Context: an optimization exercise on an open-source flow, tuned for small area. The choices shown serve that exercise and are no tape-out recipe.
Function was checked by simulation only, so behaviour that the tests miss may differ from the original.
No driver is modelled on the clock port, so clocking that relies on it looks cheaper here than on a real chip.

// ddc_frontend
module ddc_frontend(
  input clock,                   
  input reset,                   
  input [31:0] frequency,        
  input signed [11:0] adc_data,  
  output out_strobe,             
  output signed [17:0] out_i,
  output signed [17:0] out_q
  );
localparam [13:0] CUT = 14'b01010101001000;   
localparam integer L = 5;                     
localparam [3:0] R16 = (2 - L + 32) % 16;     
localparam integer Q1 = (R16 + 1 + L - 3) / 16;
localparam [3:0] RK = 4'd0;                   
localparam [3:0] KC = (RK + 7 + Q1) % 10;     
localparam [3:0] R16M = (R16 + 15) % 16;      
localparam [3:0] RKM  = (R16 == 0) ? (RK + 9) % 10 : RK;    
reg [3:0] c16;     
reg [3:0] k10;     
reg [3:0] r10;     
reg armed, strobe, iact_r, cact_r;
wire c16_wrap = (c16 == 4'd15);
wire ev1 = (c16 == 4'd3);
wire istart = (r10 == 4'd0) & (c16 <= 4'd9);
wire iact = istart | (iact_r & (r10 != 4'd0));
wire cstart = istart & (k10 == KC);
wire cact = cstart | (cact_r & (r10 != 4'd0));
always @(posedge clock)
  begin
  iact_r <= iact;
  cact_r <= cact;
  if (reset)
    begin
    c16 <= R16;
    k10 <= RK;
    r10 <= 4'd0;
    armed <= 1'b0;
    strobe <= 1'b0;
    end
  else
    begin
    c16 <= c16 + 4'd1;
    if (c16_wrap) k10 <= (k10 == 4'd9) ? 4'd0 : k10 + 4'd1;
    r10 <= (r10 == 4'd9) ? 4'd0 : r10 + 4'd1;
    if ((c16 == R16M) & (k10 == RKM)) armed <= 1'b1;
    strobe <= armed & (c16 == R16) & (k10 == RK);
    end
  end
assign out_strobe = strobe;
reg [11:0] adc_r;
  ...
Size: ~83 I/O pins, ~68000 µm² of cells after synthesis.
==> flow/config.mk <==
export PLATFORM = sky130hd
export DESIGN_NAME = ddc_frontend
export DESIGN_NICKNAME = ddc_frontend
export VERILOG_FILES = /design/flow/design.v
export SDC_FILE = /design/flow/constraint.sdc
export NUM_CORES = 4
export LEC_CHECK = 0
export CAP_MARGIN = 20
export CORE_MARGIN = 2
export CORE_UTILIZATION = 40
export CTS_BUF_LIST = sky130_fd_sc_hd__clkbuf_8
export CTS_CLUSTER_DIAMETER = 60
export CTS_CLUSTER_SIZE = 16
export SLEW_MARGIN = 20
==> flow/constraint.sdc <==
create_clock -name core_clock -period 16.0 [get_ports {clock}]
set_input_delay 3.2000 -clock core_clock [delete_from_list [all_inputs] [get_ports {clock}]]
set_output_delay 3.2000 -clock core_clock [all_outputs]
set_load 0.01 [all_outputs]
standard.sh (not shown) runs the stock make flow with config.mk's settings and CLKGATE_MAP_FILE= SYNTH_SCRIPT=/design/flow/synth_recipe.tcl, a recipe that flattens the netlist after the stock synthesis.
==> flow/flow/run.sh <==
#!/bin/bash
# Standard layout, with one netlist step between synthesis and floorplan: inverters
# around full adders are removed by flipping adders (a full adder commutes with
# complementing all its pins) and xor/xnor gates; registers are untouched.
set -euo pipefail
R=orfs/results/${FLOW_PLATFORM:-sky130hd}/ddc_frontend/base
bash standard.sh synth > synth.log 2>&1
cp "$R/1_2_yosys.v" "$R/1_2_yosys.std.v"
if python3 flow/invopt.py "$R/1_2_yosys.std.v" invopt.v > invopt.log 2>&1 &&
   python3 flow/simeq.py "$R/1_2_yosys.std.v" invopt.v > simeq.log 2>&1 &&
   grep -q ", 0 differ" simeq.log; then
  cp invopt.v "$R/1_2_yosys.v"
  echo "netlist step applied" >> invopt.log
else
  echo "netlist step skipped" >> invopt.log
fi
rm -f "$R/1_synth.odb" "$R/1_synth.sdc"
# ports buffered with the smallest buffer; the clock tree built as the standard flow
# builds it from config.mk's settings, without dummy loads
export BUFFER_PORTS_ARGS="-buffer_cell sky130_fd_sc_hd__buf_1"
export CTS_ARGS="-sink_clustering_enable -repair_clock_nets -sink_clustering_size 16 -sink_clustering_max_diameter 60 -buf_list sky130_fd_sc_hd__clkbuf_8 -dont_use_dummy_load"
# cells on paths with slack downsized after clock tree synthesis
export POST_CTS_TCL="$(pwd)/flow/post_cts.tcl"
bash standard.sh > layout.log 2>&1
==> flow/flow/post_cts.tcl <==
# After clock tree synthesis: downsize cells on paths that keep a slack margin, then
# legalize the placement again.
log_cmd estimate_parasitics -placement
log_cmd repair_timing -recover_power 100 -slack_margin 0.8
log_cmd detailed_placement
log_cmd check_placement -verbose
log_cmd estimate_parasitics -placement
report_worst_slack
Other scripts of this flow, unchanged in this note and not shown: flow/flow/invopt.py, flow/flow/simeq.py
Next try:
--- a/flow/flow/run.sh
+++ b/flow/flow/run.sh
@@ -17,8 +17,2 @@
 rm -f "$R/1_synth.odb" "$R/1_synth.sdc"
-# ports buffered with the smallest buffer; the clock tree built as the standard flow
-# builds it from config.mk's settings, without dummy loads
-export BUFFER_PORTS_ARGS="-buffer_cell sky130_fd_sc_hd__buf_1"
-export CTS_ARGS="-sink_clustering_enable -repair_clock_nets -sink_clustering_size 16 -sink_clustering_max_diameter 60 -buf_list sky130_fd_sc_hd__clkbuf_8 -dont_use_dummy_load"
-# cells on paths with slack downsized after clock tree synthesis
-export POST_CTS_TCL="$(pwd)/flow/post_cts.tcl"
-bash standard.sh > layout.log 2>&1
+BUFFER_PORTS_ARGS="-buffer_cell sky130_fd_sc_hd__buf_1" bash standard.sh > layout.log 2>&1
removed: flow/flow/post_cts.tcl
After rerunning: Global-route usage is about the same; setup slack loses 0.048 ns; die area is unchanged; final cell count is higher by 0.74%; routed wire length falls by 0.36%; count of clock-buffer cells in the layout rises by 9.
Next try:
--- a/flow/flow/run.sh
+++ b/flow/flow/run.sh
@@ -17,2 +17,6 @@
 rm -f "$R/1_synth.odb" "$R/1_synth.sdc"
-BUFFER_PORTS_ARGS="-buffer_cell sky130_fd_sc_hd__buf_1" bash standard.sh > layout.log 2>&1
+# ports buffered with the smallest buffer; the clock tree built as the standard flow
+# builds it from config.mk's settings, without dummy loads
+export BUFFER_PORTS_ARGS="-buffer_cell sky130_fd_sc_hd__buf_1"
+export CTS_ARGS="-sink_clustering_enable -repair_clock_nets -sink_clustering_size 16 -sink_clustering_max_diameter 60 -buf_list sky130_fd_sc_hd__clkbuf_8 -dont_use_dummy_load"
+bash standard.sh > layout.log 2>&1
--- a/flow/config.mk
+++ b/flow/config.mk
@@ -7,3 +7,3 @@
 export LEC_CHECK = 0
-export CAP_MARGIN = 20
+export CAP_MARGIN = 0
 export CORE_MARGIN = 2
@@ -13,2 +13,2 @@
 export CTS_CLUSTER_SIZE = 16
-export SLEW_MARGIN = 20
+export SLEW_MARGIN = 0
Result: The changed run went through all stages and came out clean. Hold slack gets worse by 0.050 ns. Utilization decreases by 0.42 points. Global-route usage decreases by 0.14 points. Non-clock buffer count increases by 1. Register-to-register slack gets better by 0.02 ns. Worst setup slack gets better by 0.017 ns. Sequential share of layout area increases by 0.41 points. Final cell count decreases by 1.0%.
Next try:
--- a/flow/flow/run.sh
+++ b/flow/flow/run.sh
@@ -17,6 +17,2 @@
 rm -f "$R/1_synth.odb" "$R/1_synth.sdc"
-# ports buffered with the smallest buffer; the clock tree built as the standard flow
-# builds it from config.mk's settings, without dummy loads
-export BUFFER_PORTS_ARGS="-buffer_cell sky130_fd_sc_hd__buf_1"
-export CTS_ARGS="-sink_clustering_enable -repair_clock_nets -sink_clustering_size 16 -sink_clustering_max_diameter 60 -buf_list sky130_fd_sc_hd__clkbuf_8 -dont_use_dummy_load"
-bash standard.sh > layout.log 2>&1
+BUFFER_PORTS_ARGS="-buffer_cell sky130_fd_sc_hd__buf_1" bash standard.sh > layout.log 2>&1
--- a/flow/config.mk
+++ b/flow/config.mk
@@ -7,3 +7,3 @@
 export LEC_CHECK = 0
-export CAP_MARGIN = 0
+export CAP_MARGIN = 20
 export CORE_MARGIN = 2
@@ -13,2 +13,3 @@
 export CTS_CLUSTER_SIZE = 16
-export SLEW_MARGIN = 0
+export GPL_TIMING_DRIVEN = 0
+export SLEW_MARGIN = 20
After rerunning:
- The changed run ran to the end with no violations
- final area went up by 1.2%
- count of clock-buffer cells in the layout went up by 9
- maximum frequency went down by 1.3%
- final cell count went up by 1.7%

-- re-timing with driven ports --
In the flow no input, the clock included, has a driving cell. The finished layouts below were timed again as built, in two steps.
Step 1, drivers: a clkbuf_16 drives clock and a buf_2 each remaining input, both assumed.
Step 2 times the ports against the registers' clock, not the clock port: input delays grow and output delays shrink by t, the midpoint of the rising clock arrivals with the driver on.
Three values: ideal, step 1, step 2; two values: the first two.
| run | t (ns) | setup WS [ns] | hold WS [ns] | worst setup path at the end | worst data-port slew with drivers (ns) |
|---|---|---|---|---|---|
| the first run | 0.875 | 0.831 / 0.831 / 0.831 | 0.250 / 0.250 / 0.250 | register to register | 0.05 |
| the second run | 0.922 | 0.783 / 0.783 / 0.783 | 0.306 / 0.306 / 0.306 | register to register | 0.06 |
| the third run | 0.869 | 0.800 / 0.800 / 0.800 | 0.256 / 0.256 / 0.256 | register to register | 0.05 |
| the fourth run | 0.904 | 0.593 / 0.593 / 0.593 | 0.284 / 0.284 / 0.284 | register to register | 0.04 |
After both steps setup and hold are still met in every run listed.
